What follows belongs to an exercise in optimizing a design on an open flow for small area and a short achievable clock period; a production flow would make more cautious choices. The RTL was checked by simulation tests, not by an equivalence proof against the original design. Power figures rest on the tool's default switching activity, not on a simulated workload.

==> flow/design.v <==
module engines(clk, rst, a_1, a_2, a_3, b_1, b_2, b_3, P1_en, P2_en, mux_reset, c_sel, sel_m, Rs, Q, Vs, Vc, T);
  input clk, rst;
  input [7:0] a_1, a_2, a_3;
  input [7:0] b_1, b_2, b_3;
  input [1:0] sel_m;
  input mux_reset, P1_en;
  input [2:0] c_sel;
  input [1:0] P2_en;
  output reg [7:0] Rs, Q, Vs, Vc, T;
  wire e_s = sel_m == 2'b01, e_3 = sel_m == 2'b10, e_2 = sel_m == 2'b11;
  reg [1:0] sd1, sd2, sd3;
  reg [7:0] X11, X12, X13, X21, X22, X23, X31, X32;
  reg [7:0] B11, B12, B13, B21, B22, B23, B31, B32, B33;
  reg [7:0] D11, D12, D21, D22;
  reg [7:0] PPQ, PPS;
  reg [7:0] c0, c1, c2, c3;
  wire g3_1 = sd1 == 2'b10, g2_1 = sd1 == 2'b11;
  wire g3_2 = sd2 == 2'b10, g2_2 = sd2 == 2'b11;
  wire g3_3 = sd3 == 2'b10;
  wire [7:0] BB11 = g3_1 ? B11 : g2_1 ? D11 : 8'd0;
  wire [7:0] BB12 = g3_2 ? B12 : g2_2 ? D12 : 8'd0;
  wire [7:0] BB13 = g3_3 ? B13 : 8'd0;
  wire [7:0] BB21 = g3_1 ? B21 : g2_1 ? D21 : 8'd0;
  wire [7:0] BB22 = g3_2 ? B22 : g2_2 ? D22 : 8'd0;
  wire [7:0] BB23 = g3_3 ? B23 : 8'd0;
  wire [7:0] M11 = X11 * BB11, M12 = X12 * BB12, M13 = X13 * BB13;
  wire [7:0] M21 = X21 * BB21, M22 = X22 * BB22, M23 = X23 * BB23;
  wire [7:0] M3_11 = sd1[0] ? 8'd0 : M11, M2_11 = sd1[0] ? M11 : 8'd0;
  wire [7:0] M3_12 = sd2[0] ? 8'd0 : M12, M2_12 = sd2[0] ? M12 : 8'd0;
  wire [7:0] M3_21 = sd1[0] ? 8'd0 : M21, M2_21 = sd1[0] ? M21 : 8'd0;
  wire [7:0] M3_22 = sd2[0] ? 8'd0 : M22, M2_22 = sd2[0] ? M22 : 8'd0;
  wire [7:0] PPQn = M3_11 + M3_12 + M13;
  wire [7:0] PPSn = M2_11 + M2_12;
  wire [7:0] Qn = PPQ + M3_21 + M3_22 + M23;
  wire [7:0] S = PPS + M2_21 + M2_22;
  wire [7:0] Bn31 = P1_en ? B21 : B31;
  wire [7:0] Bn32 = P1_en ? B22 : B32;
  wire [7:0] Bn33 = P1_en ? B23 : B33;
  wire [7:0] Bn31g = e_3 ? Bn31 : 8'd0;
  wire [7:0] X31g = g3_1 ? X31 : 8'd0;
  wire [7:0] X32g = g3_2 ? X32 : 8'd0;
  wire [7:0] Vsn, Vcn;
  function [15:0] csa;   
    input [7:0] x, y, z;
    csa = {x ^ y ^ z, ((x & y) | (x & z) | (y & z)) << 1};
  endfunction
  wire [7:0] r [0:23];
  genvar g;
  generate for (g = 0; g < 8; g = g + 1) begin: pp
    assign r[g]      = (a_3 & {8{Bn31g[g]}}) << g;
    assign r[g + 8]  = (X31g & {8{Bn32[g]}}) << g;
    assign r[g + 16] = (X32g & {8{Bn33[g]}}) << g;
  end endgenerate
  wire [7:0] l1 [0:15];
  generate for (g = 0; g < 8; g = g + 1) begin: L1
    assign {l1[2*g], l1[2*g+1]} = csa(r[3*g], r[3*g+1], r[3*g+2]);
  end endgenerate
  wire [7:0] l2 [0:10];
  generate for (g = 0; g < 5; g = g + 1) begin: L2
    assign {l2[2*g], l2[2*g+1]} = csa(l1[3*g], l1[3*g+1], l1[3*g+2]);
  end endgenerate
  assign l2[10] = l1[15];
  wire [7:0] l3 [0:7];
  generate for (g = 0; g < 3; g = g + 1) begin: L3
    assign {l3[2*g], l3[2*g+1]} = csa(l2[3*g], l2[3*g+1], l2[3*g+2]);
  end endgenerate
  assign l3[6] = l2[9]; assign l3[7] = l2[10];
  wire [7:0] l4 [0:5];
  generate for (g = 0; g < 2; g = g + 1) begin: L4
    assign {l4[2*g], l4[2*g+1]} = csa(l3[3*g], l3[3*g+1], l3[3*g+2]);
  end endgenerate
  assign l4[4] = l3[6]; assign l4[5] = l3[7];
  wire [7:0] l5 [0:3];
  generate for (g = 0; g < 2; g = g + 1) begin: L5
    assign {l5[2*g], l5[2*g+1]} = csa(l4[3*g], l4[3*g+1], l4[3*g+2]);
  end endgenerate
  wire [7:0] l6a, l6b;
  assign {l6a, l6b} = csa(l5[0], l5[1], l5[2]);
  assign {Vsn, Vcn} = csa(l6a, l6b, l5[3]);
  wire [7:0] b1s = e_s ? b_1 : 8'd0;
  wire [7:0] Rsn = (mux_reset ? 8'd0 : Rs) + a_1 * b1s;
  reg [7:0] slot;
  always @(*) case (c_sel[1:0])
    2'd0: slot = c0; 2'd1: slot = c1; 2'd2: slot = c2; default: slot = c3;
  endcase
  wire [7:0] acc = slot + S;
  always @(posedge clk or posedge rst) begin
    if (rst) begin
      sd1 <= 0; sd2 <= 0; sd3 <= 0;
      X11 <= 0; X12 <= 0; X13 <= 0; X21 <= 0; X22 <= 0; X23 <= 0; X31 <= 0; X32 <= 0;
      B11 <= 0; B12 <= 0; B13 <= 0; B21 <= 0; B22 <= 0; B23 <= 0; B31 <= 0; B32 <= 0; B33 <= 0;
      D11 <= 0; D12 <= 0; D21 <= 0; D22 <= 0;
      PPQ <= 0; PPS <= 0;
      Rs <= 0; Q <= 0; Vs <= 0; Vc <= 0;
      c0 <= 0; c1 <= 0; c2 <= 0; c3 <= 0; T <= 0;
    end else begin
      sd1 <= sel_m; sd2 <= sd1; sd3 <= sd2;
      X11 <= a_1; X12 <= X11; X13 <= X12;
      X21 <= a_2; X22 <= X21; X23 <= X22;
      X31 <= a_3; X32 <= X31;
      if (P1_en) begin
        B11 <= e_3 ? b_1 : 8'd0; B12 <= e_3 ? b_2 : 8'd0; B13 <= e_3 ? b_3 : 8'd0;
        B21 <= B11; B22 <= B12; B23 <= B13;
      end
      B31 <= Bn31; B32 <= Bn32; B33 <= Bn33;
      if (P2_en[0]) begin D11 <= e_2 ? b_1 : 8'd0; D12 <= e_2 ? b_2 : 8'd0; end
      if (P2_en[1]) begin D21 <= D11; D22 <= D12; end
      PPQ <= PPQn; PPS <= PPSn;
      Rs <= Rsn; Q <= Qn; Vs <= Vsn; Vc <= Vcn;
      if (c_sel[2]) begin
        T <= acc;
        case (c_sel[1:0])
          2'd0: c0 <= acc; 2'd1: c1 <= acc; 2'd2: c2 <= acc; default: c3 <= acc;
        endcase
      end else T <= 8'd0;
    end
  end
endmodule
module computation_module(clk, rst, a_1, a_2, a_3, b_1, b_2, b_3, P1_en, P2_en, mux_reset, c_sel, sel_m, out);
  input clk, rst;
  input [7:0] a_1, a_2, a_3;
  input [7:0] b_1, b_2, b_3;
  input [1:0] sel_m;
  input mux_reset, P1_en;
  input [2:0] c_sel;
  input [1:0] P2_en;
  output reg [7:0] out;
  wire [7:0] Rs, Q, Vs, Vc, T;
  engines u_e(clk, rst, a_1, a_2, a_3, b_1, b_2, b_3, P1_en, P2_en, mux_reset, c_sel, sel_m, Rs, Q, Vs, Vc, T);
  function [15:0] csa;   
    input [7:0] x, y, z;
    csa = {x ^ y ^ z, ((x & y) | (x & z) | (y & z)) << 1};
  endfunction
  wire [7:0] os, oc;
  assign {os, oc} = csa(Q, Vs, Vc);
  wire [7:0] o3 = os + oc;
  always @(*) case (sel_m)
    2'b00: out = 8'd0;
    2'b01: out = Rs;
    2'b10: out = o3;
    default: out = T;
  endcase
endmodule
==> flow/flow/run.sh <==
#!/bin/bash
set -euo pipefail
cd "$(dirname "$0")/.."
bash standard.sh ADDER_MAP_FILE= "BUFFER_PORTS_ARGS=-buffer_cell sky130_fd_sc_hd__buf_4" finish > standard_flow.log 2>&1
==> flow/standard.sh <==
#!/bin/bash
# synth_recipe.tcl (not shown) runs the flow's synth.tcl, then flattens the netlist and writes it again
# the make line also repeats each setting of config.mk as NAME=value (left out here)
make -C /OpenROAD-flow-scripts/flow DESIGN_CONFIG=/design/flow/config.mk WORK_HOME=/design/flow/orfs CLKGATE_MAP_FILE= SYNTH_SCRIPT=/design/flow/synth_recipe.tcl "${@:-finish}"
==> flow/config.mk <==
export PLATFORM = sky130hd
export DESIGN_NAME = computation_module
export DESIGN_NICKNAME = computation_module
export VERILOG_FILES = /design/flow/design.v
export SDC_FILE = /design/flow/constraint.sdc
export NUM_CORES = 4
export LEC_CHECK = 0
export ABC_AREA = 1
export CAP_MARGIN = 20
export CORE_MARGIN = 2
export CORE_UTILIZATION = 60
export SETUP_SLACK_MARGIN = 5
export SLEW_MARGIN = 20
export SYNTH_HIERARCHICAL = 1
==> flow/constraint.sdc <==
create_clock -name core_clock -period 11.0 [get_ports {clk}]
set_input_delay 2.2000 -clock core_clock [delete_from_list [all_inputs] [get_ports {clk}]]
set_output_delay 2.2000 -clock core_clock [all_outputs]
set_load 0.01 [all_outputs]
==> out/qor.yml, run 1 <==
status:
  status: "complete, no violations"
yosys:
  synthTopCellsByArea: "dfrtp_1 (28%), nand2_1 (20%), inv_1 (9.6%), nand3_1 (6.8%), nor2_1 (6.2%)"
  synth_top_area_frac: 0.2794
  syn-instance-count: 3766
  synth-seq-cells: 259
  synth_cell_types: 63
  syn_area_sq_um: 23200
  yosysWarningCount: 8
  yosys-top-cells-count: "nand2_1 (1220), inv_1 (592), nor2_1 (381)"
  synth_most_common_cell: "nand2_1"
  async_reset_ff_frac: 1.000
  yosysTopAreaCell: "dfrtp_1"
  synth_ff_type: "dfrtp_1"
  synth_edf_count: 0
  avgSynthCellArea_sq_um: 6.159
  synth_seq_area_share: 0.2794
clock_network:
  cts_tree: "yes"
  clkTransAtPathRegs_ps: 60
  cts_inserted_buffers: 30
  htreeDepth: 1
  cts_buffer_depth: 3
  ctsRootBufferMaster: "clkbuf_16"
  hold_buffers: 0
  cts.sink_count: 259
  clk_latency_ps: 580
global_route:
  grt_max_degree: 191
  grt_pass1_vias: 22210
  grt_usage: 0.3295
  grt_pass1_wl_um: 108400
  grt-ovfl-total: 0
  antenna_found_initial: 0
final_layout:
  areaGrowthSynthToFinish_pct: 8.889
  final_nets: 3883
  diodes: 0
  drive_gt1_frac: 0.07822
floorplanning:
  start_util: 0.6044
  die_h_um: 200.6
  coreArea_sq_um: 38380
  die_width_um: 200.6
  dieArea_sq_um: 40250
  num_rows: 72
  ios: 67
setup_path:
  critPathKind: "in -> out"
  max_stage_delay_ps: 410
  path_delay_family: "simple AND/OR/NAND/NOR gates"
  arrival_ps: 3310
  worstPathBufferInverterCount: 2
  cp_max_fo: 8
  start_kind: "input port"
  cpMostUsedCell: "buf_4"
  r2r_slack_ps: 5520
  worst_path_max_delay_cell: "nor2_1"
  crit_chain: "buf_4, nor2_1, a21boi_0, o21ai_0, nand3_1, buf_4"
  critPathCaptureType: "primary output"
  required_ps: 8800
drt:
  first_iter_violations: 1511
  drt_wl_total_um: 66210
  wl_per_cell_um: 15.16
  final_antenna_net_count: 0
  drt_pass1_iterations: 8
  num_vias: 23370
  drc: 0
  via_per_inst: 5.353
power:
  p_comb_frac: 0.348
  p_int_uw: 2134
  pwr-share-seq: 0.346
  p_per_area_nw_per_um2: 137.4
  p_leak_uw: 0.01305
  p_sw_uw: 1337
  ir_drop_mv: 0.1025
  clkPwrFrac: 0.306
  swShare: 0.3852
timing:
  rsz0062_at_grt: "no"
  worst_pin_slew_ps: 903.3
  fin_skew_ps: 15.04
  hold_viol: 0
  setup_viol: 0
  period_needed_ps: 5510
  setup_ws_ps: 5490
  final_max_slew_viol_count: 0
  relSlewSlack: 0.3978
  max_freq_mhz: 181.5
  tns_ps: 0
  finalCritPeriodShare: 0.5009
place:
  place_hpwl_um: 52170
  port_buffers: 66
  post-place-ws_ps: 4539
  gp_congestion: 0.9525
hold_path:
  hp-class: "reg -> reg"
job:
  max_cap_violations: 0
## metrics by stage
step	utilization	hold slack, ps	area [sq um]	power (uW)	instances
after floorplan	-	348.7	23210	2081	3768
after global placement	0.6291	359.5	24140	2364	4307
after detailed placement	0.6291	366.9	24140	2396	4307
after CTS	0.6566	380.9	25200	3468	4363
after global routing	0.6582	386.7	25260	3695	4366
final	0.6582	378.0	25260	3470	4366
## metal layers
layer  track usage  up-vias  routed length (um)  share of wire
li1              -    11890                   -              -
met1        0.4114    10660               28400           0.43
met2        0.5760      629               30960           0.47
met3       0.03149      190                3289          0.050
met4        0.1553        0                3566          0.054
met5             0        -                   0              0
## area by class of cell
type                    count  area (sq um)
clock inverters            14         177.7
inverters                 626          2360
well taps                 518         648.1
clock buffers              42         877.1
fillers                  3650         13120
multi-input cells        2834         14120
flip-flops and latches    259          6481
repair buffers             73         596.8
## worst register-to-register path, delay by kind of cell (launching register included)
kind / cells / cell delay [ps]
compound gates: 2 / 360
simple gates: 26 / 3400
flops: 1 / 330
buf+inv: 5 / 1210
## cells by family (layout without fill, tap and decap cells)
| kind of cell | count (synthesis) | after routing | share of synthesized area |
|---|---|---|---|
| and+or+nand+nor | 2156 | 2157 | 0.4030 |
| xor gates and xnor gates | 255 | 255 | 0.09661 |
| adders and majority gates | 7 | 7 | 0.003129 |
| AOI/OAI and AO/OA | 412 | 412 | 0.1051 |
| DFF | 259 | 259 | 0.2794 |
| buffers and inverters | 676 | 755 | 0.1126 |
| other | 1 | 3 | 0.0001617 |
## cell usage in the layout, fill, tap and decap left out, drive strengths merged, types with 9 or more instances in the layout
master and instances:
a21boi 13, a21oi 65, a22o 9, a22oi 12, buf 73, clkbuf 42, clkinv 12, dfrtp 259
inv 624, nand2 1259, nand3 348, nand3b 29, nand4 43, nor2 396, nor3 12, o21ai 243
o22ai 45, or2 55, xnor2 100, xor2 155
## per-module statistics from Yosys, one instance, submodules excluded
module | times used | cells inside | flops+latches | cell area, sq um
engines | 1 | 3587 | 259 | 22340
computation_module | 1 | 179 | 0 | 853.3
## power by group through the flow
stage                     Sequential [uW]  Clock (uW)  Combinational (uW)
after floorplan                      1160           0                 922
after global placement               1210           0                1160
after detailed placement             1210           0                1190
after CTS                            1200        1080                1200
after global routing                 1210        1110                1370
final                                1200        1060                1210
## final timing paths
kind                                  from    endpoint  depth (start not counted)
max in group asynchronous              rst   u_e.c2[0]                          5
worst min register to register  u_e.X31[0]  u_e.X32[0]                          0
min in group asynchronous              rst  u_e.B22[4]                          3
worst max register to register  u_e.sd1[0]    u_e.Q[7]                         33
worst min-delay path            u_e.X31[0]  u_e.X32[0]                          0
worst max-delay path              sel_m[0]      out[0]                          6
## timing repair
item                       CTS  global route
buffers inserted             0             1
setup endpoints to repair    0             9
resized for setup            0             7
==> run 2, diff against run 1 <==
==> flow/flow/run.sh (replaced) <==
#!/bin/bash
set -euo pipefail
cd "$(dirname "$0")/.."
bash standard.sh ADDER_MAP_FILE= SETUP_SLACK_MARGIN=6.0 "BUFFER_PORTS_ARGS=-buffer_cell sky130_fd_sc_hd__buf_4" finish > standard_flow.log 2>&1
--- a/flow/config.mk
+++ b/flow/config.mk
@@ -9,6 +9,5 @@
 export CAP_MARGIN = 20
 export CORE_MARGIN = 2
 export CORE_UTILIZATION = 60
-export SETUP_SLACK_MARGIN = 5
 export SLEW_MARGIN = 20
 export SYNTH_HIERARCHICAL = 1
==> run 2 against run 1 <==
  * Critical endpoint unchanged
  * Clock skew rose by 8.7 ps
  * Wire length rose by 4.8%
  * Synthesized cell count stayed put
  * Maximum frequency increased by 4.0%
  * Clock-buffer cell count decreased by 7
  * Largest cell class unchanged
==> out/qor.yml, run 2 <==
yosys:
  synth_ff_type: "dfrtp_1"
  yosys-top-cells-count: "nand2_1 (1220), inv_1 (592), nor2_1 (381)"
  yosysTopAreaCell: "dfrtp_1"
  yosysWarningCount: 8  # unchanged
  async_reset_ff_frac: 1.000  # unchanged
  synth_top_area_frac: 0.2794  # unchanged
  synth_cell_types: 63  # unchanged
  avgSynthCellArea_sq_um: 6.159  # unchanged
  synth_most_common_cell: "nand2_1"
  syn-instance-count: 3766  # unchanged
  synthTopCellsByArea: "dfrtp_1 (28%), nand2_1 (20%), inv_1 (9.6%), nand3_1 (6.8%), nor2_1 (6.2%)"
  synth_edf_count: 0  # unchanged
  syn_area_sq_um: 23200  # unchanged
  synth_seq_area_share: 0.2794  # unchanged
  synth-seq-cells: 259  # unchanged
power:
  p_leak_uw: 0.01353  # +3.7%
  p_per_area_nw_per_um2: 134.7  # -2.0%
  finalPower_uw: 3574  # +3.0%
  ir_drop_mv: 0.1273  # +24%
drt:
  first_iter_violations: 1672  # +11%
  via_per_inst: 5.428  # +1.4%
  drt_wl_total_um: 69350  # +4.8%
  num_vias: 23970  # +2.6%
  drt_pass1_iterations: 6  # -2
  drc: 0  # unchanged
  wl_per_cell_um: 15.70  # +3.6%
  final_antenna_net_count: 0  # unchanged
floorplanning:
  die_width_um: 200.6  # unchanged
  dieArea_sq_um: 40250  # unchanged
  ios: 67  # unchanged
  num_rows: 72  # unchanged
  start_util: 0.6044  # unchanged
  coreArea_sq_um: 38380  # unchanged
  die_h_um: 200.6  # unchanged
place:
  place_hpwl_um: 52270  # +0.18%
  placedCellCount: 4310  # +0.070%
  post-place-ws_ps: 4318  # -221.8 ps
  gp_congestion: 0.9174  # -3.7%
  port_buffers: 66  # unchanged
global_route:
  antenna_found_initial: 0  # unchanged
  grt_max_degree: 75  # -61%
  grt_pass1_vias: 22900  # +3.1%
  grt_usage: 0.3374  # +0.007894
  grt-ovfl-total: 0  # unchanged
  grt_pass1_wl_um: 111100  # +2.5%
final_layout:
  final_core_util: 0.6914  # +0.03326
  final_cell_mix: "nand2_1 (1187), inv_1 (582), nor2_1 (349), nand3_1 (298), dfrtp_1 (256)"
  instances_no_fill: 4416  # +1.1%
  final_nets: 3933  # +1.3%
  fillCellCount: 3487  # -4.5%
  areaGrowthSynthToFinish_pct: 14.39
  diodes: 0  # unchanged
  layout_commonest_cell: "nand2_1"
  seq_area_sq_um: 6487  # about the same
  drive_gt1_frac: 0.1260  # +0.04774
  multi_input_area_sq_um: 14720  # +4.3%
setup_path:
  arrival_ps: 3100  # -210 ps
  required_ps: 8800  # about the same
  crit_chain: "buf_12, buf_4, inv_6, nor2_4, a21boi_2, o21ai_1, nand3_1, buf_6"
  max_stage_delay_ps: 180  # -230 ps
  critPathKind: "in -> out"
  cp_max_fo: 6  # -2
  worst_path_max_delay_cell: "a21boi_2"
  start_kind: "input port"
  critPathCaptureType: "primary output"
timing:
  setup_viol: 0  # unchanged
  rsz0062_at_grt: "yes"
  final_max_slew_viol_count: 0  # unchanged
  fin_skew_ps: 23.74  # +8.701 ps
  worst_pin_slew_ps: 977.8  # +74.47 ps
  setup_ws_ps: 5703  # +212.6 ps
  max_freq_mhz: 188.8  # +4.0%
  tns_ps: 0  # unchanged
  finalCritPeriodShare: 0.4816  # -0.01933
  relSlewSlack: 0.3481  # -0.04965
  period_needed_ps: 5297  # -212.6 ps
  hold_viol: 0  # unchanged
clock_network:
  hold_buffers: 0  # unchanged
  cts.sink_count: 259  # unchanged
  clkTransAtPathRegs_ps: 60  # about the same
  ctsRootBufferMaster: "clkbuf_16"
  cts_inserted_buffers: 30  # unchanged
  clk_latency_ps: 590  # about the same
  cts_tree: "yes"
  htreeDepth: 1  # unchanged
  cts_buffer_depth: 3  # unchanged
hold_path:
  hp-class: "reg -> reg"
job:
  max_cap_violations: 0  # unchanged
status:
  status: "complete, no violations"
## run 2: path summary, 6_finish.rpt
| check | from | endpoint | slack [ps] | cells past startpoint |
|---|---|---|---|---|
| max in group asynchronous | rst | u_e.sd1[1] | 7430 | 4 |
| hold / removal | u_e.X22[7] | u_e.X23[7] | 380 | 0 |
| hold reg to reg | u_e.X22[7] | u_e.X23[7] | 380 | 0 |
| min in group asynchronous | rst | u_e.X21[3] | 1910 | 3 |
| setup / recovery | sel_m[1] | out[0] | 5700 | 8 |
| setup reg to reg | u_e.sd2[0] | u_e.Q[7] | 6270 | 35 |
## run 2: final cells by class
type	instances	area share
Tap cell	518	0.02443
Timing Repair inverter	1	0.0004244
Inverter	626	0.09120
Sequential cell	259	0.2445
Multi-Input combinational cell	2834	0.5547
Timing Repair Buffer	122	0.04532
Clock buffer	35	0.03051
Clock inverter	21	0.008912
## run 2: per-layer routing
| layer | routed length [um] | part of all wire | vias up | track usage |
|---|---|---|---|---|
| met5 | 0 | 0 | - | 0 |
| met4 | 3860 | 0.056 | 0 | 0.1608 |
| met3 | 3530 | 0.051 | 208 | 0.02841 |
| met2 | 33360 | 0.48 | 716 | 0.5995 |
| met1 | 28600 | 0.41 | 11070 | 0.4149 |
| li1 | - | - | 11980 | - |
## run 2: kinds of logic (layout without fill, tap and decap cells)
logic type | count (synthesis) | count (layout) | share of synthesized area
simple gates | 2156 | 2157 | 0.4030
buf+inv | 676 | 805 | 0.1126
compound gates | 412 | 412 | 0.1051
flops | 259 | 259 | 0.2794
xor+xnor | 255 | 255 | 0.09661
fa+ha+maj | 7 | 7 | 0.003129
other cells | 1 | 3 | 0.0001617
## run 2: where the power goes
part           internal (uW)  switching (uW)  leakage [uW]
Clock                    607             453      0.000514
Combinational            466             840       0.00976
Sequential              1090             118       0.00325
## run 2: critical path: cells and delay by family
| kind | cells | cell delay [ps] |
|---|---|---|
| AND/OR/NAND/NOR | 2 | 260 |
| AO/OA/AOI/OAI | 2 | 250 |
| buffers and inverters | 4 | 390 |
## run 2: metrics by stage
stage | hold WS (ps) | cell area (sq um)
after detailed placement | 363.4 | 24280
after CTS | 382.6 | 25800
after global placement | 359.3 | 24280
final | 382.5 | 26530
after global routing | 401.1 | 26530
after floorplan | 348.7 | 23370
## run 2: repair_timing
action,in CTS,in global routing
pin swaps,25,55
gates cloned,4,5
setup endpoints to repair,40,49
gates resized for setup,58,118
buffers inserted,17,24
## run 2: per-module statistics from Yosys (local to each module, per instance)
module / times used / cell area [sq um]
engines: 1 / 22340
computation_module: 1 / 853.3
==> run 3, diff against run 2 <==
==> flow/flow/run.sh (replaced) <==
#!/bin/bash
set -euo pipefail
cd "$(dirname "$0")/.."
bash standard.sh ADDER_MAP_FILE= SETUP_SLACK_MARGIN=5.6 "BUFFER_PORTS_ARGS=-buffer_cell sky130_fd_sc_hd__buf_4" finish > standard_flow.log 2>&1
--- a/flow/config.mk
+++ b/flow/config.mk
@@ -9,5 +9,7 @@
 export CAP_MARGIN = 20
 export CORE_MARGIN = 2
 export CORE_UTILIZATION = 60
+export CTS_BUF_LIST = sky130_fd_sc_hd__clkbuf_8
+export CTS_CLUSTER_SIZE = 30
 export SLEW_MARGIN = 20
 export SYNTH_HIERARCHICAL = 1
==> run 3 against run 2 <==
  * Area after synthesis did not move
  * Critical endpoint is now out[4]
  * Register-to-register slack got worse by 250 ps
  * Flip-flop and latch count is the same
  * Clock power down 13%
  * Critical path depth fell by 1
  * Sequential share of layout area up 1.0 points
  * Setup slack gained 26 ps
  * Power down 6.3%
==> out/qor.yml, run 3 <==
drt:
  via_per_inst: 5.335  # -1.7%
  first_iter_violations: 1514  # -9.4%
  final_antenna_net_count: 0  # unchanged
  num_vias: 23440  # -2.2%
  wl_per_cell_um: 15.18  # -3.3%
  drt_wl_total_um: 66720  # -3.8%
  drc: 0  # unchanged
  drt_pass1_iterations: 6  # unchanged
power:
  p_leak_uw: 0.01314  # -2.9%
  p_int_uw: 2007  # -7.2%
  p_comb_frac: 0.366  # about the same
  pwr-share-seq: 0.359  # +0.021
  ir_drop_mv: 0.08233  # -35%
  p_per_area_nw_per_um2: 131.6  # -2.3%
  clkPwrFrac: 0.275  # -0.022
  swShare: 0.4005  # +0.005624
  p_sw_uw: 1341  # -5.0%
hold_path:
  hp-class: "reg -> reg"
  hold_start: "u_e.X31[0]"
  min_to: "u_e.X32[0]"
  hold_depth: 0  # unchanged
clock_network:
  clk_latency_ps: 630  # +40 ps
  hold_buffers: 0  # unchanged
  cts_buffer_depth: 3  # unchanged
  clkTransAtPathRegs_ps: 60  # about the same
  cts.sink_count: 259  # unchanged
  ctsRootBufferMaster: "clkbuf_8"
  cts_inserted_buffers: 46  # +53%
  cts_tree: "yes"
  htreeDepth: 2  # +1
setup_path:
  reg2reg_depth: 32  # -8.6%
  reg2reg_from: "u_e.sd1[0]"
  critPathCaptureType: "primary output"
  critPathKind: "in -> out"
  start_kind: "input port"
  reg2reg_to: "u_e.Q[7]"
  required_ps: 8800  # about the same
  cp_max_fo: 7  # +1
  arrival_ps: 3070  # -30 ps
  r2r_slack_ps: 6020  # -250 ps
global_route:
  grt_usage: 0.3325  # -0.004961
  antenna_found_initial: 0  # unchanged
  grt_pass1_vias: 22210  # -3.0%
  grt_max_degree: 191  # +150%
  grt_pass1_wl_um: 108300  # -2.5%
  grt-ovfl-total: 0  # unchanged
timing:
  finalCritPeriodShare: 0.4792  # -0.002395
  tns_ps: 0  # unchanged
  relSlewSlack: 0.3919  # +0.04381
  max_freq_mhz: 189.7  # +0.50%
  final_max_slew_viol_count: 0  # unchanged
  rsz0062_at_grt: "yes"
  fin_skew_ps: 43.75  # +20.01 ps
  hold_viol: 0  # unchanged
  setup_viol: 0  # unchanged
  worst_pin_slew_ps: 912.1  # -65.72 ps
  period_needed_ps: 5271  # -26.34 ps
floorplanning:
  num_rows: 72  # unchanged
  coreArea_sq_um: 38380  # unchanged
  start_util: 0.6044  # unchanged
  die_h_um: 200.6  # unchanged
  ios: 67  # unchanged
  die_width_um: 200.6  # unchanged
  dieArea_sq_um: 40250  # unchanged
final_layout:
  final_cell_mix: "nand2_1 (1218), inv_1 (595), nor2_1 (365), nand3_1 (316), dfrtp_1 (259)"
  drive_gt1_frac: 0.09520  # -0.03076
  areaGrowthSynthToFinish_pct: 9.709
  final_area_sq_um: 25450  # -4.1%
  diodes: 0  # unchanged
  layout_commonest_cell: "nand2_1"
  instances_no_fill: 4394  # -0.50%
  final_nets: 3905  # -0.71%
  fillCellCount: 3643  # +4.5%
yosys:
  yosys-top-cells-count: "nand2_1 (1220), inv_1 (592), nor2_1 (381)"
  yosysWarningCount: 8  # unchanged
  synth_edf_count: 0  # unchanged
  synth_cell_types: 63  # unchanged
  syn-instance-count: 3766  # unchanged
  yosysTopAreaCell: "dfrtp_1"
  synth_most_common_cell: "nand2_1"
  synthTopCellsByArea: "dfrtp_1 (28%), nand2_1 (20%), inv_1 (9.6%), nand3_1 (6.8%), nor2_1 (6.2%)"
  synth_top_area_frac: 0.2794  # unchanged
  syn_area_sq_um: 23200  # unchanged
  synth-seq-cells: 259  # unchanged
  async_reset_ff_frac: 1.000  # unchanged
  synth_ff_type: "dfrtp_1"
  avgSynthCellArea_sq_um: 6.159  # unchanged
  synth_seq_area_share: 0.2794  # unchanged
place:
  placedCellCount: 4307  # -0.070%
  port_buffers: 66  # unchanged
  place_hpwl_um: 52170  # -0.18%
  gp_congestion: 0.9525  # +3.8%
  place_area_sq_um: 24140  # -0.54%
job:
  max_cap_violations: 0  # unchanged
status:
  status: "complete, no violations"
run 3: cell families after synthesis:
group / share of synthesized area
and+or+nand+nor: 0.4030
buffers and inverters: 0.1126
xor gates and xnor gates: 0.09661
AOI/OAI and AO/OA: 0.1051
other: 0.0001617
adders and majority gates: 0.003129
DFF: 0.2794
run 3: critical path, stage by stage:
cell and delay (ps):
buf_4 130, inv_1 80, nor2_4 180, buf_4 140, nand3b_1 80, nand2_1 120, buf_4 140
run 3: what timing repair did:
action / 4_1_cts / 5_1_grt
cloned: 1 / 2
pin swaps: 1 / 15
gates resized for setup: 7 / 69
hold endpoints to repair: 0 / 0
buffers inserted: 1 / 4
endpoints found under the setup margin: 14 / 37
run 3: worst max path at each step:
stage,to,startpoint,depth (start not counted)
6_report,out[4],sel_m[1],7
5_1_grt,u_e.Vc[7],sel_m[0],22
4_1_cts,out[0],sel_m[0],6
3_5_place_dp,u_e.Vs[5],P1_en,20
3_3_place_gp,u_e.Vs[5],P1_en,27
2_1_floorplan,u_e.B11[0],rst,1
run 3: metal layers:
layer | GRT usage | wire length (um) | up-vias
met5 | 0 | 0 | -
met4 | 0.1590 | 3317 | 0
met3 | 0.04205 | 3513 | 165
met2 | 0.5753 | 31420 | 654
met1 | 0.4124 | 28470 | 10680
li1 | - | - | 11950
run 3: cell type report:
| type | count | area [sq um] | area share |
|---|---|---|---|
| Clock buffer | 54 | 743.2 | 0.02920 |
| Clock inverter | 24 | 170.2 | 0.006687 |
| Inverter | 626 | 2381 | 0.09356 |
| Multi-Input combinational cell | 2834 | 14330 | 0.5632 |
| Sequential cell | 259 | 6481 | 0.2547 |
| Tap cell | 518 | 648.1 | 0.02547 |
| Timing Repair Buffer | 79 | 693.2 | 0.02724 |
run 3: power groups by stage:
stage               Clock, uW  Combinational [uW]  Sequential (uW)
global route              974                1390             1210
CTS                       932                1200             1200
global placement            0                1160             1210
finish                    921                1220             1200
floorplan                   0                 922             1160
detailed placement          0                1190             1210
run 3: stage by stage:
step / setup slack [ps] / hold WS [ps] / util / power [uW]
final: 5729 / 380.7 / 0.6631 / 3348
after global routing: 5515 / 389.1 / 0.6631 / 3574
after CTS: 5620 / 381.2 / 0.6539 / 3324
after detailed placement: 4539 / 366.9 / 0.6291 / 2396
after global placement: 4595 / 359.5 / 0.6291 / 2364
after floorplan: 5386 / 348.7 / - / 2081
run 3: modules after synthesis, one instance, submodules excluded:
module / area [sq um] / cells inside
computation_module: 853.3 / 179
engines: 22340 / 3587
==> run 4, diff against run 3 <==
--- a/flow/config.mk
+++ b/flow/config.mk
@@ -8,7 +8,7 @@
 export ABC_AREA = 1
 export CAP_MARGIN = 20
 export CORE_MARGIN = 2
-export CORE_UTILIZATION = 60
+export CORE_UTILIZATION = 70
 export CTS_BUF_LIST = sky130_fd_sc_hd__clkbuf_8
 export CTS_CLUSTER_SIZE = 30
 export SLEW_MARGIN = 20
==> run 4 against run 3 <==
  * Sequential power hardly changed
  * Critical path depth up 20
  * Critical path type is now in -> reg
  * Highest routed layer unchanged
  * Register-to-register slack gained 40 ps
  * Still clean
  * Clock skew decreased by 17 ps
  * Non-clock buffer count up 7
  * First-iteration DRC count up 50%
  * Worst hold slack worse by 8.3 ps
  * Utilization is 12 points higher
  * Power is 4.9% higher
==> out/qor.yml, run 4 <==
status:
  status: "complete, no violations"
power:
  p_leak_uw: 0.01325  # +0.82%
  ir_drop_mv: 0.1371  # +67%
  p_per_area_nw_per_um2: 137.2  # +4.3%
  finalPower_uw: 3514  # +4.9%
yosys:
  synth_edf_count: 0  # unchanged
  synthTopCellsByArea: "dfrtp_1 (28%), nand2_1 (20%), inv_1 (9.6%), nand3_1 (6.8%), nor2_1 (6.2%)"
  synth_ff_type: "dfrtp_1"
  synth_top_area_frac: 0.2794  # unchanged
  synth-seq-cells: 259  # unchanged
  synth_seq_area_share: 0.2794  # unchanged
  synth_cell_types: 63  # unchanged
  yosysWarningCount: 8  # unchanged
  synth_most_common_cell: "nand2_1"
  yosysTopAreaCell: "dfrtp_1"
  syn_area_sq_um: 23200  # unchanged
  async_reset_ff_frac: 1.000  # unchanged
  syn-instance-count: 3766  # unchanged
  yosys-top-cells-count: "nand2_1 (1220), inv_1 (592), nor2_1 (381)"
  avgSynthCellArea_sq_um: 6.159  # unchanged
timing:
  period_needed_ps: 5283  # +12.62 ps
  tns_ps: 0  # unchanged
  finalCritPeriodShare: 0.4803  # +0.001147
  relSlewSlack: 0.3584  # -0.03350
  hold_viol: 0  # unchanged
  setup_viol: 0  # unchanged
  fin_skew_ps: 26.77  # -16.97 ps
  rsz0062_at_grt: "yes"
  final_max_slew_viol_count: 0  # unchanged
  worst_pin_slew_ps: 962.3  # +50.25 ps
  max_freq_mhz: 189.3  # -0.24%
setup_path:
  arrival_ps: 5800  # +2730 ps
  critPathKind: "in -> reg"
  cpMostUsedCell: "nand2_2"
  cp_max_fo: 8  # +1
  start_kind: "input port"
  path_delay_family: "simple AND/OR/NAND/NOR gates"
  reg2reg_depth: 27  # -16%
  r2r_slack_ps: 6060  # +40 ps
  worstPathBufferInverterCount: 6  # +2
  worst_path_max_delay_cell: "a21oi_1"
  critPathCaptureType: "flop"
  reg2reg_from: "u_e.sd2[0]"
  max_stage_delay_ps: 260  # +80 ps
  reg2reg_to: "u_e.T[7]"
  required_ps: 11520  # +2720 ps
floorplanning:
  ios: 67  # unchanged
  die_width_um: 186.0  # -7.3%
  die_h_um: 186.0  # -7.3%
  dieArea_sq_um: 34610  # -14%
  start_util: 0.7111  # +0.1067
  coreArea_sq_um: 32620  # -15%
  num_rows: 66  # -8.3%
global_route:
  grt_max_degree: 96  # -50%
  grt-ovfl-total: 0  # unchanged
  grt_pass1_vias: 23120  # +4.1%
  antenna_found_initial: 0  # unchanged
  grt_usage: 0.3927  # +0.06022
  grt_pass1_wl_um: 107900  # -0.38%
final_layout:
  layout_commonest_cell: "nand2_1"
  areaGrowthSynthToFinish_pct: 10.44
  diodes: 0  # unchanged
  drive_gt1_frac: 0.09941  # +0.004206
  final_cell_mix: "nand2_1 (1209), inv_1 (597), nor2_1 (365), nand3_1 (316), dfrtp_1 (258)"
  final_nets: 3912  # +0.18%
  final_core_util: 0.7854  # +0.1223
  fillCellCount: 2449  # -33%
clock_network:
  cts.sink_count: 259  # unchanged
  clk_latency_ps: 630  # about the same
  cts_tree: "yes"
  cts_buffer_depth: 3  # unchanged
  htreeDepth: 2  # unchanged
  clkTransAtPathRegs_ps: 60  # about the same
  ctsRootBufferMaster: "clkbuf_8"
  cts_inserted_buffers: 46  # unchanged
drt:
  drt_pass1_iterations: 8  # +2
  first_iter_violations: 2277  # +50%
  final_antenna_net_count: 0  # unchanged
  wl_per_cell_um: 16.03  # +5.6%
  drt_wl_total_um: 69320  # +3.9%
  via_per_inst: 5.720  # +7.2%
  drc: 0  # unchanged
  num_vias: 24740  # +5.5%
hold_path:
  hp-class: "reg -> reg"
  hold_start: "u_e.X31[3]"
  hold_depth: 0  # unchanged
  min_to: "u_e.X32[3]"
place:
  place_hpwl_um: 51160  # -1.9%
  port_buffers: 66  # unchanged
  gp_congestion: 0.9656  # +1.4%
job:
  max_cap_violations: 0  # unchanged
run 4: cell counts after synthesis:
Identical to the previous run, type by type.
run 4: modules after synthesis, one instance, submodules excluded:
module              times used  area, sq um
computation_module           1        853.3
engines                      1        22340
run 4: cells by family after synthesis:
group / after synthesis / synth area share
buffers and inverters: 676 / 0.1126
other: 1 / 0.0001617
adder cells (fa/ha/maj): 7 / 0.003129
flip-flops: 259 / 0.2794
AO/OA/AOI/OAI: 412 / 0.1051
XOR/XNOR: 255 / 0.09661
AND/OR/NAND/NOR: 2156 / 0.4030
run 4: worst max-delay path by stage:
stage,cells after the start,end,start
floorplan,1,u_e.B11[0],rst
global placement,27,u_e.Vs[5],P1_en
detailed placement,28,u_e.Vs[5],sel_m[0]
CTS,26,u_e.Vs[5],P1_en
global route,29,u_e.Vs[5],P1_en
finish,27,u_e.Vs[4],sel_m[0]
run 4: metrics by stage:
stage	setup WS [ps]	hold slack (ps)	instance area (sq um)	cells
after detailed placement	4557	368.5	24040	4232
after global placement	4633	355.5	24040	4232
after global routing	5439	399.4	25620	4325
after floorplan	5386	348.7	23210	3768
final	5717	372.4	25620	4325
after CTS	5659	381.3	25120	4312
run 4: cell type report:
cell class	instances	area, sq um	share of cell area
multi-input cells	2834	14390	0.5617
flip-flops and latches	259	6482	0.2530
inverters	626	2391	0.09333
clock buffers	57	784.5	0.03062
repair buffers	86	762.0	0.02974
well taps	442	553.0	0.02159
clock inverters	21	256.5	0.01001
run 4: timing repair:
action,CTS,global route
cloned,1,2
setup buffers,1,10
endpoints found under the setup margin,17,35
resized for setup,6,91
pin swaps,1,31
hold buffers,0,0
run 4: power by group:
group	total (uW)	switching, uW	internal (uW)
clock	1040	435	608
sequential	1210	118	1090
combinational	1260	834	430
total	3510	1390	2130
run 4: metal layers:
metal	GRT usage	part of all wire
met1	0.4472	0.38
met2	0.6754	0.46
met4	0.2665	0.076
met3	0.06613	0.081
met5	0	0
==> run 5, diff against run 4 <==
--- a/flow/config.mk
+++ b/flow/config.mk
@@ -8,7 +8,7 @@
 export ABC_AREA = 1
 export CAP_MARGIN = 20
 export CORE_MARGIN = 2
-export CORE_UTILIZATION = 70
+export CORE_UTILIZATION = 50
 export CTS_BUF_LIST = sky130_fd_sc_hd__clkbuf_8
 export CTS_CLUSTER_SIZE = 30
 export SLEW_MARGIN = 20
==> run 5 against run 4 <==
  * Still clean on timing, DRC and antenna
  * Register-to-register slack lost 100 ps
  * Design area grew 0.58%
  * Synthesized cell count is the same
  * Flip-flop and latch count is the same
  * Area after synthesis is the same
  * Power shrank 0.21%
  * Global-route usage shrank 10 points
  * Die area grew 39%
  * Critical endpoint is now out[3]
==> out/qor.yml, run 5 <==
setup_path:
  path_delay_family: "buffers and inverters"
  max_stage_delay_ps: 210  # -50 ps
  arrival_ps: 3190  # -2610 ps
  reg2reg_to: "u_e.T[6]"
  cp.depth: 7  # -74%
  start_kind: "input port"
  setup.worst_path.end: "out[3]"
  required_ps: 8800  # -2720 ps
  cp_max_fo: 7  # -1
  crit_chain: "buf_4, inv_1, nor2_4, buf_6, nand2_1, o211ai_1, buf_4"
  worstPathBufferInverterCount: 4  # -2
  cpMostUsedCell: "buf_4"
  reg2reg_depth: 26  # -3.7%
  critPathCaptureType: "primary output"
  cp-startpoint: "sel_m[1]"
  worst_path_max_delay_cell: "o211ai_1"
  r2r_slack_ps: 5960  # -100 ps
  critPathKind: "in -> out"
  reg2reg_from: "u_e.sd2[0]"
yosys:
  synth_cell_types: 63  # unchanged
  synthTopCellsByArea: "dfrtp_1 (28%), nand2_1 (20%), inv_1 (9.6%), nand3_1 (6.8%), nor2_1 (6.2%)"
  async_reset_ff_frac: 1.000  # unchanged
  yosysTopAreaCell: "dfrtp_1"
  avgSynthCellArea_sq_um: 6.159  # unchanged
  yosysWarningCount: 8  # unchanged
  synth_seq_area_share: 0.2794  # unchanged
  synth-seq-cells: 259  # unchanged
  synth_most_common_cell: "nand2_1"
  syn-instance-count: 3766  # unchanged
  synth_ff_type: "dfrtp_1"
  synth_top_area_frac: 0.2794  # unchanged
  syn_area_sq_um: 23200  # unchanged
  yosys-top-cells-count: "nand2_1 (1220), inv_1 (592), nor2_1 (381)"
  synth_edf_count: 0  # unchanged
clock_network:
  cts.sink_count: 259  # unchanged
  cts_inserted_buffers: 48  # +4.3%
  hold_buffers: 0  # unchanged
  clk_latency_ps: 640  # about the same
  clkTransAtPathRegs_ps: 60  # about the same
  cts_tree: "yes"
  htreeDepth: 2  # unchanged
  ctsRootBufferMaster: "clkbuf_8"
  cts_buffer_depth: 3  # unchanged
timing:
  setup_viol: 0  # unchanged
  hold_viol: 0  # unchanged
  relSlewSlack: 0.3035  # -0.05490
  period_needed_ps: 5388  # +104.5 ps
  fin_skew_ps: 26.62  # -0.1548 ps
  final_max_slew_viol_count: 0  # unchanged
  finalCritPeriodShare: 0.4898  # +0.009496
  tns_ps: 0  # unchanged
  worst_pin_slew_ps: 1045  # +82.34 ps
  rsz0062_at_grt: "yes"
  max_freq_mhz: 185.6  # -1.9%
drt:
  wl_per_cell_um: 15.46  # -3.6%
  drt_pass1_iterations: 6  # -2
  drt_wl_total_um: 69390  # about the same
  first_iter_violations: 1589  # -30%
  final_antenna_net_count: 0  # unchanged
  drc: 0  # unchanged
  num_vias: 23150  # -6.4%
  via_per_inst: 5.157  # -9.9%
global_route:
  grt_pass1_vias: 21630  # -6.4%
  grt_usage: 0.2904  # -0.1023
  grt_pass1_wl_um: 110000  # +2.0%
  antenna_found_initial: 0  # unchanged
  grt-ovfl-total: 0  # unchanged
  grt_max_degree: 181  # +89%
power:
  p_comb_frac: 0.352  # -0.008
  p_per_area_nw_per_um2: 136.1  # -0.78%
  p_int_uw: 2132  # +0.21%
  clkPwrFrac: 0.305  # +0.008
  p_sw_uw: 1374  # -0.86%
  pwr-share-seq: 0.342  # -0.002
  p_leak_uw: 0.01324  # -0.10%
  swShare: 0.3920  # -0.002542
  ir_drop_mv: 0.1276  # -6.9%
place:
  place_hpwl_um: 54360  # +6.3%
  gp_congestion: 0.9317  # -3.5%
  port_buffers: 66  # unchanged
final_layout:
  layout_commonest_cell: "nand2_1"
  drive_gt1_frac: 0.09619  # -0.003214
  final_nets: 3911  # -0.026%
  final_core_util: 0.5653  # -0.2200
  areaGrowthSynthToFinish_pct: 11.08
  final_cell_mix: "nand2_1 (1217), inv_1 (600), nor2_1 (363), nand3_1 (316), dfrtp_1 (258)"
status:
  status: "complete, no violations"
floorplanning:
  die_width_um: 219.4  # +18%
  num_rows: 78  # +18%
  dieArea_sq_um: 48130  # +39%
  ios: 67  # unchanged
  start_util: 0.5089  # -0.2022
  coreArea_sq_um: 45580  # +40%
  die_h_um: 219.4  # +18%
hold_path:
  hold_start: "u_e.X22[7]"
  hp-class: "reg -> reg"
job:
  max_cap_violations: 0  # unchanged
-- run 5: cell counts after synthesis --
Identical to the previous run, type by type.
-- run 5: kinds of logic (layout without fill, tap and decap cells) --
| family | Yosys count | after routing | synth area share |
|---|---|---|---|
| flip-flops | 259 | 259 | 0.2794 |
| buffers and inverters | 676 | 796 | 0.1126 |
| other | 1 | 4 | 0.0001617 |
| AND/OR/NAND/NOR | 2156 | 2156 | 0.4030 |
| XOR/XNOR | 255 | 255 | 0.09661 |
| AO/OA/AOI/OAI | 412 | 412 | 0.1051 |
| adder cells (fa/ha/maj) | 7 | 7 | 0.003129 |
-- run 5: layout make-up --
cell class                      instances  area, sq um
Antenna cell                            1        2.502
Clock buffer                           61        839.6
Clock inverter                         25        247.7
Fill cell                            4571        19810
Inverter                              626         2376
Multi-Input combinational cell       2833        14310
Sequential cell                       259         6482
Tap cell                              600        750.7
Timing Repair Buffer                   84        757.0
-- run 5: metrics by stage --
step	hold WS, ps	std cells	power, uW	setup slack (ps)	instance area (sq um)
3_3_place_gp	362.8	4390	2390	4564	24250
6_report	375.2	4489	3506	5612	25770
2_1_floorplan	348.7	3768	2081	5386	23210
4_1_cts	374.9	4476	3504	5567	25380
5_1_grt	381.4	4488	3742	5550	25760
3_5_place_dp	361.0	4390	2411	4503	24250
-- run 5: per-layer routing --
metal / share of wire / vias up / track usage
met5: 0 / - / 0
met4: 0.031 / 0 / 0.1020
met3: 0.041 / 111 / 0.03049
met2: 0.48 / 517 / 0.5073
met1: 0.45 / 10610 / 0.3717
li1: - / 11910 / -
-- run 5: what timing repair did --
action | CTS | global route
setup endpoints to repair | 16 | 36
cloned | 0 | 3
gates resized for setup | 10 | 65
buffers inserted | 0 | 9
pin swaps | 0 | 19
-- run 5: how the worst min path moves through the flow --
| stage | to | depth (start not counted) |
|---|---|---|
| 2_1_floorplan | u_e.X12[0] | 0 |
| 3_3_place_gp | u_e.X32[3] | 0 |
| 3_5_place_dp | u_e.X23[7] | 0 |
| 4_1_cts | u_e.X23[7] | 0 |
| 5_1_grt | u_e.X23[7] | 0 |
| 6_report | u_e.X23[7] | 0 |
-- run 5: per-module statistics from Yosys (local to each module, per instance) --
module	cell area, sq um	cells
computation_module	853.3	179
engines	22340	3587
-- run 5: power by group through the flow --
stage,registers [uW],clock network [uW],logic (uW)
3_3_place_gp,1210,0,1180
2_1_floorplan,1160,0,922
5_1_grt,1210,1140,1390
4_1_cts,1200,1100,1210
6_report,1200,1070,1240
3_5_place_dp,1210,0,1200
==> run 6, diff against run 5 <==
--- a/flow/config.mk
+++ b/flow/config.mk
@@ -8,8 +8,6 @@
 export ABC_AREA = 1
 export CAP_MARGIN = 20
 export CORE_MARGIN = 2
-export CORE_UTILIZATION = 50
-export CTS_BUF_LIST = sky130_fd_sc_hd__clkbuf_8
-export CTS_CLUSTER_SIZE = 30
+export CORE_UTILIZATION = 60
 export SLEW_MARGIN = 20
 export SYNTH_HIERARCHICAL = 1
==> run 6 against run 5 <==
  * Still clean
  * Synthesized cell count did not move
  * Utilization increased by 10 points
  * Sequential share of layout area increased by 0.082 points
  * Power decreased by 0.25%
  * Worst hold slack gained 6.2 ps
  * Die area fell by 16%
  * Via count up 1.1%
  * First-iteration DRC count rose by 9.1%
  * Maximum frequency is 1.8% higher
  * Wire length decreased by 3.2%
  * Largest cell class unchanged
==> out/qor.yml, run 6 <==
timing:
  rsz0062_at_grt: "yes"
  max_freq_mhz: 189.0  # +1.8%
  relSlewSlack: 0.4039  # +0.1004
  final_max_slew_viol_count: 0  # unchanged
  period_needed_ps: 5291  # -96.93 ps
  finalCritPeriodShare: 0.4810  # -0.008812
  fin_skew_ps: 13.88  # -12.74 ps
  worst_pin_slew_ps: 894.1  # -150.6 ps
  hold_viol: 0  # unchanged
  setup_viol: 0  # unchanged
  tns_ps: 0  # unchanged
setup_path:
  reg2reg_to: "u_e.T[7]"
  cp_max_fo: 8  # +1
  r2r_slack_ps: 6060  # +100 ps
  critPathCaptureType: "primary output"
  required_ps: 8800  # about the same
  start_kind: "input port"
  reg2reg_depth: 27  # +3.8%
  path_delay_family: "buffers and inverters"
  arrival_ps: 3090  # -100 ps
  crit_chain: "buf_6, nand2_1, inv_1, a22o_1, inv_1, nand2_1, buf_4"
  max_stage_delay_ps: 210  # about the same
  critPathKind: "in -> out"
  worstPathBufferInverterCount: 4  # unchanged
  worst_path_max_delay_cell: "inv_1"
  reg2reg_from: "u_e.sd2[0]"
place:
  place_hpwl_um: 52170  # -4.0%
  gp_congestion: 0.9525  # +2.2%
  port_buffers: 66  # unchanged
  placedCellCount: 4307  # -1.9%
drt:
  drt_wl_total_um: 67170  # -3.2%
  wl_per_cell_um: 15.36  # -0.60%
  via_per_inst: 5.355  # +3.8%
  first_iter_violations: 1733  # +9.1%
  final_antenna_net_count: 0  # unchanged
  drt_pass1_iterations: 6  # unchanged
  drc: 0  # unchanged
  num_vias: 23410  # +1.1%
final_layout:
  final_nets: 3889  # -0.56%
  final_cell_mix: "nand2_1 (1213), inv_1 (589), nor2_1 (356), nand3_1 (316), dfrtp_1 (259)"
  instances_no_fill: 4372  # -2.6%
  layout_commonest_cell: "nand2_1"
  drive_gt1_frac: 0.09497  # -0.001227
  diodes: 0  # -1
  areaGrowthSynthToFinish_pct: 10.70
yosys:
  async_reset_ff_frac: 1.000  # unchanged
  synth_ff_type: "dfrtp_1"
  synthTopCellsByArea: "dfrtp_1 (28%), nand2_1 (20%), inv_1 (9.6%), nand3_1 (6.8%), nor2_1 (6.2%)"
  yosysTopAreaCell: "dfrtp_1"
  syn_area_sq_um: 23200  # unchanged
  synth-seq-cells: 259  # unchanged
  synth_most_common_cell: "nand2_1"
  avgSynthCellArea_sq_um: 6.159  # unchanged
  syn-instance-count: 3766  # unchanged
  synth_top_area_frac: 0.2794  # unchanged
  yosys-top-cells-count: "nand2_1 (1220), inv_1 (592), nor2_1 (381)"
  synth_cell_types: 63  # unchanged
  yosysWarningCount: 8  # unchanged
  synth_edf_count: 0  # unchanged
  synth_seq_area_share: 0.2794  # unchanged
floorplanning:
  dieArea_sq_um: 40250  # -16%
  num_rows: 72  # -7.7%
  die_h_um: 200.6  # -8.6%
  start_util: 0.6044  # +0.09548
  die_width_um: 200.6  # -8.6%
  ios: 67  # unchanged
  coreArea_sq_um: 38380  # -16%
clock_network:
  clkTransAtPathRegs_ps: 60  # about the same
  cts_buffer_depth: 3  # unchanged
  clk_latency_ps: 580  # -60 ps
  cts_inserted_buffers: 30  # -38%
  ctsRootBufferMaster: "clkbuf_16"
  cts_tree: "yes"
  cts.sink_count: 259  # unchanged
  htreeDepth: 1  # -1
global_route:
  grt_max_degree: 191  # +5.5%
  antenna_found_initial: 0  # unchanged
  grt_pass1_vias: 22240  # +2.8%
  grt_pass1_wl_um: 109000  # -0.97%
  grt_usage: 0.3318  # +0.04146
  grt-ovfl-total: 0  # unchanged
power:
  p_per_area_nw_per_um2: 136.2  # about the same
  ir_drop_mv: 0.1022  # -20%
  p_leak_uw: 0.01317  # -0.50%
job:
  max_cap_violations: 0  # unchanged
hold_path:
  hold_start: "u_e.X31[0]"
  hold_depth: 0  # unchanged
  hp-class: "reg -> reg"
  min_to: "u_e.X32[0]"
status:
  status: "complete, no violations"
==> run 6: cell counts after synthesis <==
No cell type changed its count.
==> run 6: report_power, final <==
| part | leakage (uW) | switching, uW | internal (uW) |
|---|---|---|---|
| Sequential | 0.00326 | 113 | 1090 |
| Clock | 0.000521 | 431 | 631 |
| Combinational | 0.00939 | 807 | 425 |
| Total | 0.0132 | 1350 | 2150 |
==> run 6: metal layers <==
| layer | up-vias | GRT usage | part of all wire |
|---|---|---|---|
| met5 | - | 0 | 0 |
| met4 | 0 | 0.1582 | 0.053 |
| met3 | 187 | 0.03571 | 0.054 |
| met2 | 684 | 0.5794 | 0.47 |
| met1 | 10640 | 0.4115 | 0.42 |
| li1 | 11910 | - | - |
==> run 6: what timing repair did <==
action / CTS / global route
resized for setup: 7 / 95
hold buffers: 0 / 0
setup endpoints to repair: 15 / 38
gates cloned: 1 / 2
pin swaps: 1 / 22
endpoints found under the hold margin: 0 / 0
setup buffers: 1 / 4
==> run 6: area by class of cell <==
| class | count | area, sq um |
|---|---|---|
| inverters | 626 | 2384 |
| well taps | 518 | 648.1 |
| clock buffers | 42 | 877.1 |
| multi-input cells | 2834 | 14400 |
| fillers | 3593 | 12700 |
| clock inverters | 14 | 177.7 |
| repair buffers | 79 | 708.2 |
| flip-flops and latches | 259 | 6481 |
==> run 6: stage by stage <==
stage	hold WS (ps)	utilization	setup slack [ps]	cell area (sq um)	total power, uW
2_1_floorplan	348.7	-	5386	23210	2081
3_5_place_dp	366.9	0.6291	4539	24140	2396
4_1_cts	380.9	0.6575	5622	25230	3471
5_1_grt	386.7	0.6691	5521	25680	3721
6_report	381.3	0.6691	5709	25680	3497
3_3_place_gp	359.5	0.6291	4595	24140	2364
==> run 6: Yosys stat by module (local to each module, per instance) <==
| module | cells inside | times used | flops+latches | cell area [sq um] |
|---|---|---|---|---|
| computation_module | 179 | 1 | 0 | 853.3 |
| engines | 3587 | 1 | 259 | 22340 |
==> run 6: kinds of logic after synthesis <==
logic type               synth area share
AO/OA/AOI/OAI                      0.1051
buffers and inverters              0.1126
other                           0.0001617
adder cells (fa/ha/maj)          0.003129
XOR/XNOR                          0.09661
flip-flops                         0.2794
AND/OR/NAND/NOR                    0.4030
==> run 6: worst max-delay path by stage <==
stage | from | endpoint | slack [ps] | depth (start not counted)
6_report | sel_m[0] | out[6] | 5710 | 7
2_1_floorplan | rst | u_e.B11[0] | 5390 | 1
4_1_cts | sel_m[0] | out[0] | 5620 | 6
3_5_place_dp | P1_en | u_e.Vs[5] | 4540 | 20
3_3_place_gp | P1_en | u_e.Vs[5] | 4600 | 27
5_1_grt | sel_m[1] | u_e.Vs[5] | 5520 | 29
==> run 7, diff against run 6 <==
==> flow/flow/run.sh (replaced) <==
#!/bin/bash
set -euo pipefail
cd "$(dirname "$0")/.."
bash standard.sh ADDER_MAP_FILE= SETUP_SLACK_MARGIN=5.3 "BUFFER_PORTS_ARGS=-buffer_cell sky130_fd_sc_hd__buf_4" finish > standard_flow.log 2>&1
==> run 7 against run 6 <==
  * Clock-buffer cell count unchanged
  * Non-clock buffer count down 4
  * Largest cell class unchanged
  * Design area down 1.3%
  * Synthesized cell count unchanged
  * Cell count about the same
  * First-iteration DRC count down 11%
  * Sequential power about the same
  * Wire length down 0.96%
  * Combinational power about the same
  * Highest routed layer unchanged
==> out/qor.yml, run 7 <==
clock_network:
  htreeDepth: 1  # unchanged
  clkTransAtPathRegs_ps: 60  # about the same
  cts_tree: "yes"
  ctsRootBufferMaster: "clkbuf_16"
  cts_inserted_buffers: 30  # unchanged
  cts_buffer_depth: 3  # unchanged
  clk_latency_ps: 580  # about the same
  cts.sink_count: 259  # unchanged
place:
  port_buffers: 66  # unchanged
  gp_congestion: 0.9525  # unchanged
  place_hpwl_um: 52170  # unchanged
  post-place-ws_ps: 4539  # unchanged
yosys:
  yosysTopAreaCell: "dfrtp_1"
  muxShareOfSynthArea: 0  # unchanged
  yosysWarningCount: 8  # unchanged
  synth_ff_type: "dfrtp_1"
  synth-adder-area-share: 0.003129  # unchanged
  synth_top_family_by_area: "simple AND/OR/NAND/NOR gates"
  synth_xor_xnor_area_share: 0.09661  # unchanged
  synth_top_area_frac: 0.2794  # unchanged
  synth-compound-area-share: 0.1051  # unchanged
  syn_area_sq_um: 23200  # unchanged
  synth-simple-area-share: 0.4030  # unchanged
  async_reset_ff_frac: 1.000  # unchanged
  syn-instance-count: 3766  # unchanged
  synth_edf_count: 0  # unchanged
  synthTopCellsByArea: "dfrtp_1 (28%), nand2_1 (20%), inv_1 (9.6%), nand3_1 (6.8%), nor2_1 (6.2%)"
  avgSynthCellArea_sq_um: 6.159  # unchanged
  yosys-top-cells-count: "nand2_1 (1220), inv_1 (592), nor2_1 (381)"
  synth_seq_area_share: 0.2794  # unchanged
  synth_cell_types: 63  # unchanged
  synth-seq-cells: 259  # unchanged
  synth_most_common_cell: "nand2_1"
drt:
  wl_per_cell_um: 15.23  # -0.87%
  drt_wl_total_um: 66530  # -0.96%
  drc: 0  # unchanged
  via_per_inst: 5.373  # +0.34%
  first_iter_violations: 1551  # -11%
  drt_pass1_iterations: 8  # +2
  num_vias: 23470  # +0.25%
  final_antenna_net_count: 0  # unchanged
timing:
  setup_ws_ps: 5494  # -215.2 ps
  setup_viol: 0  # unchanged
  rsz0062_at_grt: "no"
  hold_viol: 0  # unchanged
  final_max_slew_viol_count: 0  # unchanged
  worst_pin_slew_ps: 893.6  # -0.4733 ps
  relSlewSlack: 0.4042  # about the same
  tns_ps: 0  # unchanged
  finalCritPeriodShare: 0.5006  # +0.01956
  period_needed_ps: 5506  # +215.2 ps
  fin_skew_ps: 14.06  # +0.1872 ps
  max_freq_mhz: 181.6  # -3.9%
power:
  pwr-share-seq: 0.346  # +0.002
  p_sw_uw: 1336  # -1.1%
  clkPwrFrac: 0.305  # about the same
  p_per_area_nw_per_um2: 137.1  # +0.63%
  swShare: 0.3849  # -0.001583
  p_comb_frac: 0.349  # -0.004
  ir_drop_mv: 0.1022  # about the same
  p_leak_uw: 0.01308  # -0.68%
  p_int_uw: 2136  # -0.46%
floorplanning:
  coreArea_sq_um: 38380  # unchanged
  dieArea_sq_um: 40250  # unchanged
  die_width_um: 200.6  # unchanged
  ios: 67  # unchanged
  die_h_um: 200.6  # unchanged
  num_rows: 72  # unchanged
  start_util: 0.6044  # unchanged
setup_path:
  critPathCaptureType: "primary output"
  reg2reg_from: "u_e.sd1[0]"
  critPathKind: "in -> out"
  r2r_slack_ps: 5860  # -200 ps
  required_ps: 8800  # about the same
  reg2reg_depth: 31  # +15%
  cp_max_fo: 8  # unchanged
  worst_path_max_delay_cell: "nor2_1"
  reg2reg_to: "u_e.Q[7]"
  cpMostUsedCell: "buf_4"
  crit_chain: "buf_4, nor2_1, a21boi_0, o21ai_0, nand3_1, buf_4"
  max_stage_delay_ps: 410  # +200 ps
  setup.worst_path.end: "out[0]"
  start_kind: "input port"
  cp-startpoint: "sel_m[0]"
  arrival_ps: 3310  # +220 ps
global_route:
  antenna_found_initial: 0  # unchanged
  grt_usage: 0.3311  # -0.0007038
  grt_max_degree: 191  # unchanged
  grt_pass1_vias: 22230  # -0.036%
  grt_pass1_wl_um: 108800  # -0.16%
  grt-ovfl-total: 0  # unchanged
final_layout:
  diodes: 0  # unchanged
  final_nets: 3885  # -0.10%
  areaGrowthSynthToFinish_pct: 9.218
  layout_commonest_cell: "nand2_1"
  final_cell_mix: "nand2_1 (1219), inv_1 (591), nor2_1 (379), nand3_1 (316), dfrtp_1 (259)"
  final_core_util: 0.6601  # -0.008933
  drive_gt1_frac: 0.08052  # -0.01445
status:
  status: "complete, no violations"
hold_path:
  hp-class: "reg -> reg"
job:
  max_cap_violations: 0  # unchanged
## run 7: cell counts after synthesis
No cell type changed its count.
## run 7: area by class of cell
cell class | instances | area, sq um
Timing Repair Buffer | 75 | 640.6
Sequential cell | 259 | 6481
Multi-Input combinational cell | 2834 | 14150
Fill cell | 3642 | 13040
Clock inverter | 14 | 177.7
Tap cell | 518 | 648.1
Inverter | 626 | 2361
Clock buffer | 42 | 877.1
## run 7: cells by family (layout without fill, tap and decap cells)
| logic type | after synthesis | in the layout |
|---|---|---|
| buffers and inverters | 676 | 757 |
| AO/OA/AOI/OAI | 412 | 412 |
| adder cells (fa/ha/maj) | 7 | 7 |
| flip-flops | 259 | 259 |
| AND/OR/NAND/NOR | 2156 | 2157 |
| other | 1 | 3 |
| XOR/XNOR | 255 | 255 |
## run 7: Yosys stat by module (local to each module, per instance)
module	cells inside	area, sq um
engines	3587	22340
computation_module	179	853.3
## run 7: critical path, delay by kind of cell
kind | cells | cell delay [ps]
compound gates | 2 | 320
simple gates | 2 | 490
buf+inv | 2 | 300
## run 7: power groups by stage
| stage | Clock (uW) | Combinational [uW] | Sequential, uW |
|---|---|---|---|
| 2_1_floorplan | 0 | 922 | 1160 |
| 3_3_place_gp | 0 | 1160 | 1210 |
| 3_5_place_dp | 0 | 1190 | 1210 |
| 4_1_cts | 1080 | 1200 | 1200 |
| 5_1_grt | 1110 | 1370 | 1210 |
| 6_report | 1060 | 1210 | 1200 |
## run 7: metal layers
metal	GRT usage	wire length, um
met5	0	0
met2	0.5790	31240
met1	0.4110	28040
met4	0.1558	3597
met3	0.03523	3654
## run 7: what timing repair did
action	in CTS	in global routing
hold buffers	0	0
setup endpoints to repair	7	20
resized for setup	1	19
cloned	1	1
buffers inserted	0	2
pin swaps	1	2
## run 7: worst min-delay path by stage
stage / depth (start not counted) / startpoint / to
2_1_floorplan: 0 / u_e.X11[0] / u_e.X12[0]
3_3_place_gp: 0 / u_e.X31[0] / u_e.X32[0]
4_1_cts: 0 / u_e.X31[0] / u_e.X32[0]
5_1_grt: 0 / u_e.X22[7] / u_e.X23[7]
3_5_place_dp: 0 / u_e.X31[0] / u_e.X32[0]
6_report: 0 / u_e.X31[0] / u_e.X32[0]
## run 7: metrics by stage
| stage | hold slack [ps] | power, uW | instances | instance area [sq um] |
|---|---|---|---|---|
| after CTS | 380.9 | 3469 | 4364 | 25210 |
| final | 380.1 | 3472 | 4368 | 25330 |
| after global routing | 386.7 | 3698 | 4368 | 25330 |
| after floorplan | 348.7 | 2081 | 3768 | 23210 |
| after detailed placement | 366.9 | 2396 | 4307 | 24140 |
| after global placement | 359.5 | 2364 | 4307 | 24140 |

[static timing again, ports no longer ideal]
How much do the figures lean on ideal ports? The routed layouts below were timed once more, with nothing changed but the port constraints. Step 1 sets driving cells, clkbuf_16 on the clock port and buf_2 on the other inputs (assumed; they add their load-dependent delay and slew). Step 2 adds t to the input delays and takes it off the output delays; t is the mean of the earliest and latest rising clock arrival at the registers after step 1. Input paths then give back, and output paths get back, about the clock's delay inside the block. Slacks: no drivers / after step 1 / after step 2; pairs: no drivers / after step 1.
run | t, ns | setup WS [ns] | worst setup path after step 2
run 1 | 0.623 | 5.490 / 5.461 / 4.950 | input to register
run 2 | 0.638 | 5.703 / 5.642 / 5.133 | input to register
run 3 | 0.662 | 5.729 / 5.697 / 5.119 | input to register
run 4 | 0.669 | 5.717 / 5.674 / 5.041 | input to register
run 5 | 0.679 | 5.612 / 5.585 / 5.126 | input to register
run 6 | 0.623 | 5.709 / 5.663 / 5.185 | input to register
run 7 | 0.625 | 5.494 / 5.465 / 5.057 | input to register
After both steps setup and hold are still met in every run listed. For run 4, which loses most, drivers alone change the setup slack by -0.043 ns; drivers and shift together by -0.676 ns.
